What follows belongs to an exercise in optimizing a design on an open flow for small area and a short achievable clock period; a production flow would make more cautious choices.
Only simulation tests tie the RTL to the original design; equivalence was not proved.
No driver is modelled on the clock port, so clocking that relies on it looks cheaper here than on a real chip.

Design alu_top, start of the top module:
module alu_top (
    input  wire        clk,
    input  wire [31:0] a,
    input  wire [31:0] b,
    input  wire [3:0]  opcode,
    output wire [31:0] result,
    output wire        zero_flag,
    output wire        carry_flag,
    output wire        sign_flag,
    output wire        overflow_flag
);
    wire op_add = ~opcode[3] & ~opcode[1] & ~opcode[0];              
    wire op_neg = ~opcode[3] & ~opcode[1] &  opcode[0];              
    wire op_mul = ~opcode[3] & ~opcode[2] &  opcode[1];              
    wire op_and = ~opcode[3] &  opcode[2] &  opcode[1] & ~opcode[0];  
    wire op_xor = ~opcode[3] &  opcode[2] &  opcode[1] &  opcode[0];  
    wire op_sh  =  opcode[3] & (opcode[2] | opcode[1]);              
    wire op_shl = op_sh & ~opcode[0];
    wire op_shr = op_sh &  opcode[0];
    wire op_ari = ~opcode[3] & ~(opcode[2] & opcode[1]);             
    wire big = |b[31:5];
    wire [31:0] onehot = big ? 32'd0 : (32'd1 << b[4:0]);
    wire [31:0] a_rev;
    genvar i;
    generate for (i = 0; i < 32; i = i + 1) begin : g_ra
        assign a_rev[i] = a[31-i];
    end endgenerate
    wire [31:0] x_d = op_shr ? a_rev : (a | {32{op_neg}});
    wire [31:0] y_d = op_sh ? onehot : b;
    wire [32:0] ye = {y_d, 1'b0};
    wire [15:0] one_d, two_d, neg_d;
    generate for (i = 0; i < 16; i = i + 1) begin : g_be
        assign neg_d[i] = ye[2*i+2];
        assign one_d[i] = ye[2*i+1] ^ ye[2*i];
  ...
For scale: roughly 1800 cells after synthesis, roughly 110 I/O pins.
clock: 12.0 ns
lec_check: 0
cap_margin: 20
core_margin: 2
core_utilization: 60
slew_margin: 20
standard.sh (not shown) runs the stock make flow with config.mk's settings and CLKGATE_MAP_FILE= SYNTH_SCRIPT=/design/flow/synth_recipe.tcl, a recipe that flattens the netlist after the stock synthesis.
==> flow/flow/run.sh <==
#!/bin/bash
# The standard layout (standard.sh), with these changes:
#  - synthesis without the early generic "abc -fast" pass, so that the full
#    adders written in the RTL reach extract_fa as written (no inverters
#    between adder cells); registers are unchanged,
#  - after clock tree synthesis, flow/skew.tcl delays the clock of the second
#    register stage (useful skew for the paths between the two stages),
#  - the smallest buffer cell for the port buffers.
# The SDC and the clock period are the standard flow's. Each tool's output goes to the
# ORFS logs under orfs/logs; make's own output to standard.log.
cp standard.sh standard_sh.txt
bash standard.sh SYNTH_ARGS=-noabc SETUP_SLACK_MARGIN=7.1 \
  "BUFFER_PORTS_ARGS=-buffer_cell sky130_fd_sc_hd__buf_1" \
  POST_CTS_TCL=$PWD/flow/skew.tcl \
  "SKEW_CHAIN=sky130_fd_sc_hd__clkdlybuf4s50_1 sky130_fd_sc_hd__clkbuf_4" \
  finish > standard.log 2>&1
==> flow/flow/skew.tcl <==
# Sourced by ORFS after clock tree synthesis (POST_CTS_TCL).
# Delays the clock of the second register stage (the registers written from
# the multiplier and adder) by a short buffer chain, so that the paths between
# the two register stages get more of the cycle. The registers' clock stays a
# buffered branch of the same clock tree; input and output paths only lose
# time from this.
set stage2_re {^(res_q|cy_q|ovp_q|ari_q)(\\?\[|\$)}
set chain $::env(SKEW_CHAIN)

set db [ord::get_db]
set block [ord::get_db_block]

set groups [dict create]
foreach inst [$block getInsts] {
  if { [regexp $stage2_re [$inst getName]] } {
    set it [$inst findITerm CLK]
    dict lappend groups [[$it getNet] getName] $inst
  }
}

set k 0
dict for {netname insts} $groups {
  set net [$block findNet $netname]
  set sx 0
  set sy 0
  foreach i $insts {
    set loc [$i getLocation]
    set sx [expr { $sx + [lindex $loc 0] }]
    set sy [expr { $sy + [lindex $loc 1] }]
  }
  set n [llength $insts]
  set cx [expr { int($sx / $n) }]
  set cy [expr { int($sy / $n) }]
  set prev $net
  set j 0
  foreach cell $chain {
    set m [$db findMaster $cell]
    set b [odb::dbInst_create $block $m "skewbuf_${k}_${j}"]
    set nn [odb::dbNet_create $block "skewclk_${k}_${j}"]
    $nn setSigType CLOCK
    [$b findITerm A] connect $prev
    [$b findITerm X] connect $nn
    $b setLocation $cx $cy
    $b setPlacementStatus PLACED
    set prev $nn
    incr j
  }
  foreach i $insts {
    set it [$i findITerm CLK]
    $it disconnect
    $it connect $prev
  }
  puts "skew: group $k on $netname: $n registers"
  incr k
}
global_connect

detailed_placement
estimate_parasitics -placement
report_worst_slack -max
report_worst_slack -min
repair_timing_helper
detailed_placement
check_placement -verbose
estimate_parasitics -placement
report_worst_slack -max
report_worst_slack -min
report_checks -from [all_inputs] -to [all_registers -data_pins] -format end
report_checks -from [all_registers -clock_pins] -to [all_registers -data_pins] -format end
report_checks -from [all_registers -clock_pins] -to [all_outputs] -format end
The first run completed with no timing, DRC or antenna violations.
==> next run, changes <==
--- a/flow/flow/run.sh
+++ b/flow/flow/run.sh
@@ -6,10 +6,13 @@
 #  - after clock tree synthesis, flow/skew.tcl delays the clock of the second
 #    register stage (useful skew for the paths between the two stages),
-#  - the smallest buffer cell for the port buffers.
+#  - the smallest buffer cell for the port buffers,
+#  - no gate cloning in timing repair,
+#  - no dummy loads in clock tree synthesis.
 # The SDC and the clock period are the standard flow's. Each tool's output goes to the
 # ORFS logs under orfs/logs; make's own output to standard.log.
 cp standard.sh standard_sh.txt
-bash standard.sh SYNTH_ARGS=-noabc SETUP_SLACK_MARGIN=7.1 \
+bash standard.sh SYNTH_ARGS=-noabc SETUP_SLACK_MARGIN=7.3 SKIP_GATE_CLONING=1 \
   "BUFFER_PORTS_ARGS=-buffer_cell sky130_fd_sc_hd__buf_1" \
+  "CTS_ARGS=-sink_clustering_enable -repair_clock_nets -dont_use_dummy_load" \
   POST_CTS_TCL=$PWD/flow/skew.tcl \
   "SKEW_CHAIN=sky130_fd_sc_hd__clkdlybuf4s50_1 sky130_fd_sc_hd__clkbuf_4" \
CAP_MARGIN = 0   (was 20)
CORE_UTILIZATION = 55   (was 60)
SLEW_MARGIN = 0   (was 20)
After rerunning: Global-route usage shrinks by 3.1 points; worst hold slack is worse by 22 ps; setup slack gains 11 ps; via count drops by 0.83%; core utilization falls by 6.0 points.
==> next run, changes <==
==> flow/flow/run.sh (replaced) <==
#!/bin/bash
# The standard layout (standard.sh), with these changes:
#  - synthesis without the early generic "abc -fast" pass, so that the full
#    adders written in the RTL reach extract_fa as written (no inverters
#    between adder cells); registers are unchanged,
#  - after clock tree synthesis, flow/skew.tcl delays the clock of the second
#    register stage (useful skew for the paths between the two stages),
#  - the smallest buffer cell for the port buffers.
# The SDC and the clock period are the standard flow's. Each tool's output goes to the
# ORFS logs under orfs/logs; make's own output to standard.log.
cp standard.sh standard_sh.txt
bash standard.sh SYNTH_ARGS=-noabc SETUP_SLACK_MARGIN=7.3 \
  "BUFFER_PORTS_ARGS=-buffer_cell sky130_fd_sc_hd__buf_1" \
  POST_CTS_TCL=$PWD/flow/skew.tcl \
  "SKEW_CHAIN=sky130_fd_sc_hd__clkdlybuf4s50_1 sky130_fd_sc_hd__clkbuf_4" \
  finish > standard.log 2>&1
CAP_MARGIN = 20   (was 0)
CORE_UTILIZATION = 60   (was 55)
GPL_TIMING_DRIVEN = 0   (was unset)
SLEW_MARGIN = 20   (was 0)
After rerunning: The changed run passed the timing, design-rule and antenna checks. Utilization grows by 9.7 points. Flip-flop and latch count is unchanged. Area after synthesis does not change. Routed wire length rose by 0.90%.
==> next run, changes <==
--- a/flow/flow/run.sh
+++ b/flow/flow/run.sh
@@ -10,5 +10,5 @@
 # ORFS logs under orfs/logs; make's own output to standard.log.
 cp standard.sh standard_sh.txt
-bash standard.sh SYNTH_ARGS=-noabc SETUP_SLACK_MARGIN=7.3 \
+bash standard.sh SYNTH_ARGS=-noabc SETUP_SLACK_MARGIN=6.8 \
   "BUFFER_PORTS_ARGS=-buffer_cell sky130_fd_sc_hd__buf_1" \
   POST_CTS_TCL=$PWD/flow/skew.tcl \
--- a/flow/flow/skew.tcl
+++ b/flow/flow/skew.tcl
@@ -5,5 +5,5 @@
 # buffered branch of the same clock tree; input and output paths only lose
 # time from this.
-set stage2_re {^(res_q|cy_q|ovp_q|ari_q)(\\?\[|\$)}
+set stage2_re {^(res_q|cy_q|ovp_q|ari_q)(\[|\$)}
 set chain $::env(SKEW_CHAIN)
 
CORE_UTILIZATION = 40   (was 60)
GPL_TIMING_DRIVEN = unset   (was 0)
What happened: Wire length came out lower by a few percent. Via count came out lower by a little under a tenth. Design area came out lower by a few percent.

========
## build 48
Starting RTL as in the previous note.
Settings: LEC_CHECK=0, CAP_MARGIN=20, CORE_MARGIN=2, CORE_UTILIZATION=40, SLEW_MARGIN=20; clock period 12.0 ns.
==> flow/flow/run.sh <==
#!/bin/bash
# The standard layout (standard.sh), with these changes:
#  - synthesis without the early generic "abc -fast" pass, so that the full
#    adders written in the RTL reach extract_fa as written (no inverters
#    between adder cells); registers are unchanged,
#  - after clock tree synthesis, flow/skew.tcl delays the clock of the second
#    register stage (useful skew for the paths between the two stages),
#  - the smallest buffer cell for the port buffers.
# The SDC and the clock period are the standard flow's. Each tool's output goes to the
# ORFS logs under orfs/logs; make's own output to standard.log.
cp standard.sh standard_sh.txt
bash standard.sh SYNTH_ARGS=-noabc SETUP_SLACK_MARGIN=7.6 \
  "BUFFER_PORTS_ARGS=-buffer_cell sky130_fd_sc_hd__buf_1" \
  POST_CTS_TCL=$PWD/flow/skew.tcl \
  "SKEW_CHAIN=sky130_fd_sc_hd__clkdlybuf4s50_1 sky130_fd_sc_hd__clkbuf_2 sky130_fd_sc_hd__clkbuf_4" \
  finish > standard.log 2>&1
Other scripts of this flow, unchanged in this note and not shown: flow/flow/skew.tcl
Build 48: all stages complete, timing, DRC and antenna checks passed
For build 24, these inputs were changed with respect to build 48:
- swapping 40 for 60 in CORE_UTILIZATION
-- flow/flow/run.sh --
<<< build 48, line 12
bash standard.sh SYNTH_ARGS=-noabc SETUP_SLACK_MARGIN=7.6 \
>>> build 24, line 12
bash standard.sh SYNTH_ARGS=-noabc SETUP_SLACK_MARGIN=7.3 \
<<< build 48, line 15
  "SKEW_CHAIN=sky130_fd_sc_hd__clkdlybuf4s50_1 sky130_fd_sc_hd__clkbuf_2 sky130_fd_sc_hd__clkbuf_4" \
>>> build 24, line 15
  "SKEW_CHAIN=sky130_fd_sc_hd__clkdlybuf4s50_1 sky130_fd_sc_hd__clkbuf_4" \
Results
Build 24 against build 48: worst-case clock skew now smaller, sequential portion of the cell area saw an increase, area of the die moved down.
Routed wire length improves in build 24 relative to build 48.
Start point of the critical path = one_q[1]: build 24; start point of the critical path = res_q[10]: build 48
Synthesis-to-layout area growth ends up higher on build 48.
Build 48 reports its critical path's slowest cell as dfxtp_2 while build 24 reports fa_1.
Diff build 24..build 48 | count of sequential standard cells | unchanged
On time the worst path needs with I/O delays and setup, build 24 and build 48 are neck and neck.
What build 18 does differently from build 24 at the input level:
- changing CORE_UTILIZATION from 60 to 40
NOTE: share of final-layout standard cells stronger than drive strength 1 in build 18 exceeds that of build 24
Per the comparison of build 18 with build 24, share of the clock period used by the worst path went up by 0.17 points, die area increased by 49% relative to the old numbers.
Build 18 ended up with one_q[0] as its beginning of the critical path; build 24 ended up with one_q[1].

-- afterwards: timing with drivers on the ports --
The flow's constraints put no driver on any port. The routed layouts listed below were extracted and timed again, unchanged, in two steps.
Step 1: set_driving_cell puts a clkbuf_16 on clk and a buf_2 on each other input, an assumption about the parent block.
Step 2, shift: input delay + t, output delay - t, t = (earliest + latest rising clock arrival at the registers) / 2. This alone moves slack from input paths to output paths.
Slacks: no drivers / after step 1 / after step 2; pairs: no drivers / after step 1.
| run | t (ns) | slack for setup (ns) | latest minus earliest clock arrival (ns) | worst register clock-pin slew, ns | pins driven straight from the clock port |
|---|---|---|---|---|---|
| the first run of note 1 | 0.776 | 7.284 / 7.238 / 6.904 | 0.640 / 0.641 | 0.09 / 0.09 | 1 |
| the second run of note 1 | 0.768 | 7.295 / 7.295 / 6.867 | 0.638 / 0.638 | 0.08 / 0.08 | 1 |
| the third run of note 1 | 0.787 | 6.549 / 6.549 / 6.549 | 0.672 / 0.672 | 0.11 / 0.11 | 1 |
| the fourth run of note 1 | 0.819 | 6.713 / 6.713 / 6.713 | 0.669 / 0.669 | 0.07 / 0.07 | 1 |
| build 48 | 0.842 | 7.329 / 7.275 / 6.986 | 0.738 / 0.738 | 0.10 / 0.10 | 1 |
| build 24 | 0.786 | 7.331 / 7.312 / 6.736 | 0.662 / 0.662 | 0.09 / 0.09 | 1 |
| build 18 | 0.793 | 7.311 / 7.311 / 6.901 | 0.643 / 0.642 | 0.10 / 0.10 | 1 |
In every run listed the clock reaches the registers at very different times; t lies between them, and the last value is a rough guide only. The setup slack of build 24, which loses most, moves by -0.019 ns with the drivers and by -0.595 ns with both steps.
